Context: an optimization exercise on an open-source flow, tuned for small area and a short achievable clock period. The choices shown serve that exercise and are no tape-out recipe.
Function was checked by simulation only, so behaviour that the tests miss may differ from the original.

==> inputs of build 81 <==
==> flow/design.v <==
module Top(
	input clk,
	input reset,
	input signed [31:0] n,
	output reg signed [31:0] c
);
	reg signed [31:0] x;
	wire [31:0] absn;
	wire signed [31:0] n1;
	wire signed [31:0] n2;
	wire dir;
	wire signed [31:0] dirval;
	wire zerox;
	wire signed [31:0] zeroval;
	wire signed [31:0] moveval;
	wire signed [31:0] xnext;
	wire gth;
	wire ltz;
	wire crossed;
	wire signed [31:0] xmod;
	absval a0(n, absn);
	assign n1 = absn / 100;
	assign n2 = absn % 100;
	assign dir = ~n[31];
	assign dirval = dir ? 32'sd1 : -32'sd1;
	iszero z0(x, zerox);
	assign zeroval = dir ? n2 : (32'sd100 - n2);
	assign moveval = x + dirval * n2;
	mux2 m0(moveval, zeroval, zerox, xnext);
	gthundred g0(xnext, gth);
	ltzero l0(xnext, ltz);
	assign crossed = (~zerox) & (gth | ltz);
	assign xmod = (xnext % 100 + 100) % 100;
	always @(posedge clk) begin
		if (reset) begin
			x <= 32'sd50;
			c <= 32'sd0;
		end else begin
			x <= xmod;
			c <= c + n1 + crossed + (xmod == 0);
		end
	end
endmodule
module mux2(
	input [31:0] a,
	input [31:0] b,
	input sel,
	output [31:0] y
);
	assign y = sel ? b : a;
endmodule
module absval(
	input signed [31:0] a,
	output [31:0] y
);
	assign y = a[31] ? -a : a;
endmodule
module iszero(
	input signed [31:0] a,
	output z
);
	assign z = (a == 0);
endmodule
module gthundred(
	input signed [31:0] a,
	output y
);
	assign y = (a > 100);
endmodule
module ltzero(
	input signed [31:0] a,
	output y
);
	assign y = (a < 0);
endmodule
==> flow/run.sh <==
#!/bin/bash
# synth_recipe.tcl (not shown) runs the flow's synth.tcl, then flattens the netlist and writes it again
# the make line also repeats each setting of config.mk as NAME=value (left out here)
make -C /OpenROAD-flow-scripts/flow DESIGN_CONFIG=/design/flow/config.mk WORK_HOME=/design/flow/orfs CLKGATE_MAP_FILE= SYNTH_SCRIPT=/design/flow/synth_recipe.tcl finish
==> flow/config.mk <==
export PLATFORM = sky130hd
export DESIGN_NAME = Top
export DESIGN_NICKNAME = Top
export VERILOG_FILES = /design/flow/design.v
export SDC_FILE = /design/flow/constraint.sdc
export NUM_CORES = 4
export LEC_CHECK = 0
export CAP_MARGIN = 20
export CORE_MARGIN = 2
export CORE_UTILIZATION = 40
export SLEW_MARGIN = 20
==> flow/constraint.sdc <==
create_clock -name core_clock -period 76.0 [get_ports {clk}]
set_input_delay 15.2000 -clock core_clock [delete_from_list [all_inputs] [get_ports {clk}]]
set_output_delay 15.2000 -clock core_clock [all_outputs]
set_load 0.01 [all_outputs]
==> build 79: changes against build 81 <==
==> flow/design.v, changed modules only <==
module Top(
	input clk,
	input reset,
	input signed [31:0] n,
	output reg signed [31:0] c
);
	reg [6:0] x;
	wire s = n[31];
	wire [4:0] rem [4:29];
	wire [24:0] q;
	assign rem[4] = {1'b0, n[30:27]} + {1'b0, s, 2'b00, s};    
	genvar i;
	generate
		for (i = 4; i < 29; i = i + 1) begin : div
			wire [4:0] r = rem[i];
			wire b = n[30-i];
			wire o = r[1] | r[0] | b;
			wire ge = r[4] | (r[3] & r[2] & o);    
			assign q[28-i] = ge;
			assign rem[i+1] = {r[3] ^ (ge & r[2] & o), r[2] ^ (ge & o),
			                   r[1] ^ (ge & ~r[0] & ~b), r[0] ^ (ge & ~b), b ^ ge};
		end
	endgenerate
	wire [6:0] rr = {rem[29], n[1:0]};    
	wire [7:0] sm = {1'b0, x} + {1'b0, rr};
	wire ge100 = (sm >= 8'd100);
	wire le100 = (sm <= 8'd100);
	wire [6:0] xn = ge100 ? sm[6:0] - 7'd100 : sm[6:0];
	wire xz = (x == 7'd0);
	wire rz = (rr == 7'd0);
	wire k0 = s ? (~xz & le100) : (ge100 | (xz & rz));
	wire k1 = s & xz & rz;
	always @(posedge clk) begin
		if (reset) begin
			x <= 7'd50;
			c <= 32'sd0;
		end else begin
			x <= xn;
			c <= c + (q[24:0] ^ {25{s}}) + {k1, k0};
		end
	end
endmodule
// module mux2 removed
// module absval removed
// module iszero removed
// module gthundred removed
// module ltzero removed
==> flow/flow/run.sh (new file) <==
#!/bin/bash
# Standard ORFS layout, except that synthesis maps the logic with an
# area-oriented ABC script and without Yosys's full-adder extraction, and
# the port buffers are the smallest buffer cell.
set -euo pipefail
W=$(pwd)
rm -rf "$W/scripts_area"
cp -r "$FLOW_HOME/scripts" "$W/scripts_area"
cp "$W/flow/abc_area.script" "$W/scripts_area/abc_area.script"
SCRIPTS_DIR="$W/scripts_area" ADDER_MAP_FILE= bash standard.sh synth > "$W/synth.log" 2>&1
export BUFFER_PORTS_ARGS="-buffer_cell sky130_fd_sc_hd__buf_1"
bash standard.sh > "$W/layout.log" 2>&1
==> flow/flow/abc_area.script (new file) <==
strash
dc2
dch -f
amap -x
topo
stime -c
==> flow/standard.sh (new file) <==
#!/bin/bash
# synth_recipe.tcl (not shown) runs the flow's synth.tcl, then flattens the netlist and writes it again
# the make line also repeats each setting of config.mk as NAME=value (left out here)
make -C /OpenROAD-flow-scripts/flow DESIGN_CONFIG=/design/flow/config.mk WORK_HOME=/design/flow/orfs CLKGATE_MAP_FILE= SYNTH_SCRIPT=/design/flow/synth_recipe.tcl "${@:-finish}"
--- a/flow/config.mk
+++ b/flow/config.mk
@@ -6,6 +6,9 @@
 export NUM_CORES = 4
 export LEC_CHECK = 0
+export ABC_AREA = 1
 export CAP_MARGIN = 20
 export CORE_MARGIN = 2
-export CORE_UTILIZATION = 40
+export CORE_UTILIZATION = 60
+export CTS_BUF_LIST = sky130_fd_sc_hd__clkbuf_8
+export PLACE_DENSITY = 0.85
 export SLEW_MARGIN = 20
removed: flow/run.sh
==> run summary <==
metric	build 81	build 79
Run status	finished clean	finished clean
Horizontal die dimension	297 um	90.0 um
Via density per instance	6.02	5.60
Worst slew margin relative to its limit	26.3%	53.3%
Share of the clock period used by the worst path	95.2%	62.9%
Number of different library cells in the post-synthesis netlist	210	35
Top cell by count, worst path	sky130_fd_sc_hd__a21oi_1	sky130_fd_sc_hd__nor2_1
Maximum number of pins on one net before global-route repair	57	46
Crit Reg-Reg Startpoint	x[10]	x[1]
Root buffer selected by CTS	sky130_fd_sc_hd__clkbuf_16	sky130_fd_sc_hd__clkbuf_8
CP Max Fanout	18	13
Number of optimization iterations in the first detailed-route pass	7	6
Core area	85000 um^2	7210 um^2
Antenna violations before repair	1	0
Complex-gate fraction of the synthesized area	31.9%	34.8%
Signal arrival time at the worst endpoint	72.60 ns	48.01 ns
Cts bufs inserted	9	5

========
==> 08-08: inputs <==
Top with an RTL version that a note above also has.
==> module Top, before the edit <==
module Top(
	input clk,
	input reset,
	input signed [31:0] n,
	output reg signed [31:0] c
);
	reg [6:0] x;
	wire s = n[31];
	wire [4:0] rem [4:29];
	wire [24:0] q;
	assign rem[4] = {1'b0, n[30:27]} + {1'b0, s, 2'b00, s};    
	genvar i;
	generate
		for (i = 4; i < 29; i = i + 1) begin : div
			wire [4:0] r = rem[i];
			wire b = n[30-i];
			wire o = r[1] | r[0] | b;
			wire ge = r[4] | (r[3] & r[2] & o);    
			assign q[28-i] = ge;
			assign rem[i+1] = {r[3] ^ (ge & r[2] & o), r[2] ^ (ge & o),
			                   r[1] ^ (ge & ~r[0] & ~b), r[0] ^ (ge & ~b), b ^ ge};
		end
	endgenerate
	wire [6:0] rr = {rem[29], n[1:0]};    
	wire [7:0] sm = {1'b0, x} + {1'b0, rr};
	wire ge100 = (sm >= 8'd100);
	wire le100 = (sm <= 8'd100);
	wire [6:0] xn = ge100 ? sm[6:0] - 7'd100 : sm[6:0];
	wire xz = (x == 7'd0);
	wire rz = (rr == 7'd0);
	wire k0 = s ? (~xz & le100) : (ge100 | (xz & rz));
	wire k1 = s & xz & rz;
	always @(posedge clk) begin
		if (reset) begin
			x <= 7'd50;
			c <= 32'sd0;
		end else begin
			x <= xn;
			c <= c + (q[24:0] ^ {25{s}}) + {k1, k0};
		end
	end
endmodule
Settings: LEC_CHECK=0, ABC_AREA=1, CAP_MARGIN=20, CORE_MARGIN=2, CORE_UTILIZATION=40, CTS_BUF_LIST=sky130_fd_sc_hd__clkbuf_8, PLACE_DENSITY=0.9, SLEW_MARGIN=20; clock period 76.0 ns.
standard.sh (not shown) runs the stock make flow with config.mk's settings and CLKGATE_MAP_FILE= SYNTH_SCRIPT=/design/flow/synth_recipe.tcl, a recipe that flattens the netlist after the stock synthesis.
==> flow/flow/run.sh <==
#!/bin/bash
# Standard ORFS layout, except that synthesis maps the logic with an
# area-oriented ABC script and without Yosys's full-adder extraction, and
# the port buffers are the smallest buffer cell.
set -euo pipefail
W=$(pwd)
rm -rf "$W/scripts_area"
cp -r "$FLOW_HOME/scripts" "$W/scripts_area"
cp "$W/flow/abc_area.script" "$W/scripts_area/abc_area.script"
SCRIPTS_DIR="$W/scripts_area" ADDER_MAP_FILE= bash standard.sh synth > "$W/synth.log" 2>&1
export BUFFER_PORTS_ARGS="-buffer_cell sky130_fd_sc_hd__buf_1"
bash standard.sh > "$W/layout.log" 2>&1
==> flow/flow/abc_area.script <==
strash
dc2
dch -f
amap -x
topo
stime -c
==> 11-10: changes against 08-08 <==
==> flow/design.v (replaced) <==
module Top(
	input clk,
	input reset,
	input signed [31:0] n,
	output reg signed [31:0] c
);
	reg [6:0] x;
	wire s = n[31];
	wire [30:0] np = n[30:0] ^ {31{s}};    
	wire [4:0] rem [0:29];
	wire [28:0] q;
	assign rem[0] = 5'd0;
	genvar i;
	generate
		for (i = 0; i < 29; i = i + 1) begin : div
			wire [5:0] v = {rem[i], np[30-i]};
			wire ge = (v >= 6'd25);
			assign q[28-i] = ge;
			assign rem[i+1] = ge ? (v - 6'd25) : v[4:0];
		end
	endgenerate
	wire [6:0] r = {rem[29], np[1:0]};    
	wire xz = (x == 7'd0);
	wire [6:0] m = s ? (xz ? 7'd1 : 7'd101 - x) : x;
	wire [7:0] t = r + m;
	wire w = (t >= 8'd100);
	wire [6:0] rr = w ? (t - 8'd100) : t[6:0];
	wire rz = (rr == 7'd0);
	wire quirk = xz & rz;
	wire [6:0] xn = (s & ~rz) ? (7'd100 - rr) : rr;
	always @(posedge clk) begin
		if (reset) begin
			x <= 7'd50;
			c <= 32'sd0;
		end else begin
			x <= xn;
			c <= c + q + w + quirk;
		end
	end
endmodule
==> flow/run.sh (new file) <==
#!/bin/bash
# synth_recipe.tcl (not shown) runs the flow's synth.tcl, then flattens the netlist and writes it again
# the make line also repeats each setting of config.mk as NAME=value (left out here)
make -C /OpenROAD-flow-scripts/flow DESIGN_CONFIG=/design/flow/config.mk WORK_HOME=/design/flow/orfs CLKGATE_MAP_FILE= SYNTH_SCRIPT=/design/flow/synth_recipe.tcl finish
CTS_BUF_LIST = unset   (was sky130_fd_sc_hd__clkbuf_8)
PLACE_DENSITY = unset   (was 0.9)
removed: flow/flow/run.sh
removed: flow/flow/abc_area.script
removed: flow/standard.sh
==> run summary <==
- Of 08-08 and 11-10, 11-10 has the higher die area (gap 46%, measured against 11-10).
- In 08-08 the critical path depth is lower than in 11-10, by 81.
- Between 11-10 and 08-08, the lower via count is in 08-08 (gap 39%, measured against 08-08).
- Of 08-08 and 11-10, 11-10 has the higher worst setup slack (gap 3800 ps).
- In 11-10 the synthesized cell count is higher than in 08-08, by about 50%.
- Between 08-08 and 11-10, the lower synthesized area is in 08-08 (gap 47%, measured against 11-10).
- In 11-10 the routed wire length is larger than in 08-08, by 56%.
- Between 11-10 and 08-08, the lower global-route usage is in 11-10 (gap 2.9 points).
- Between 11-10 and 08-08, the lower first-iteration DRC count is in 11-10 (gap 2.4%, measured against 08-08).
- Sequential cell count is the same in 11-10 and 08-08.

==> separate check: timing with driven ports <==
In the flow no input, the clock included, has a driving cell. The finished layouts below were timed again as built, in two steps.
Step 1: set_driving_cell puts a clkbuf_16 on clk and a buf_2 on each other input, an assumption about the parent block.
Step 2 also shifts input and output timing later by t, the mid clock arrival at the registers, as if the neighbouring blocks saw the same clock.
Slacks: ideal ports / drivers / drivers and shift; pairs: ideal ports / drivers.
run	t, ns	slack for setup (ns)	worst slew at a driven data input, ns
build 81	0.433	3.641 / 3.673 / 3.240	0.05
build 79	0.306	28.188 / 28.187 / 27.881	0.03
08-08	0.310	28.660 / 28.665 / 28.355	0.04
11-10	0.315	32.505 / 32.523 / 32.209	0.03
After both steps setup and hold are still met in every run listed. The setup slack of build 81, which loses most, moves by +0.032 ns with the drivers and by -0.401 ns with both steps.
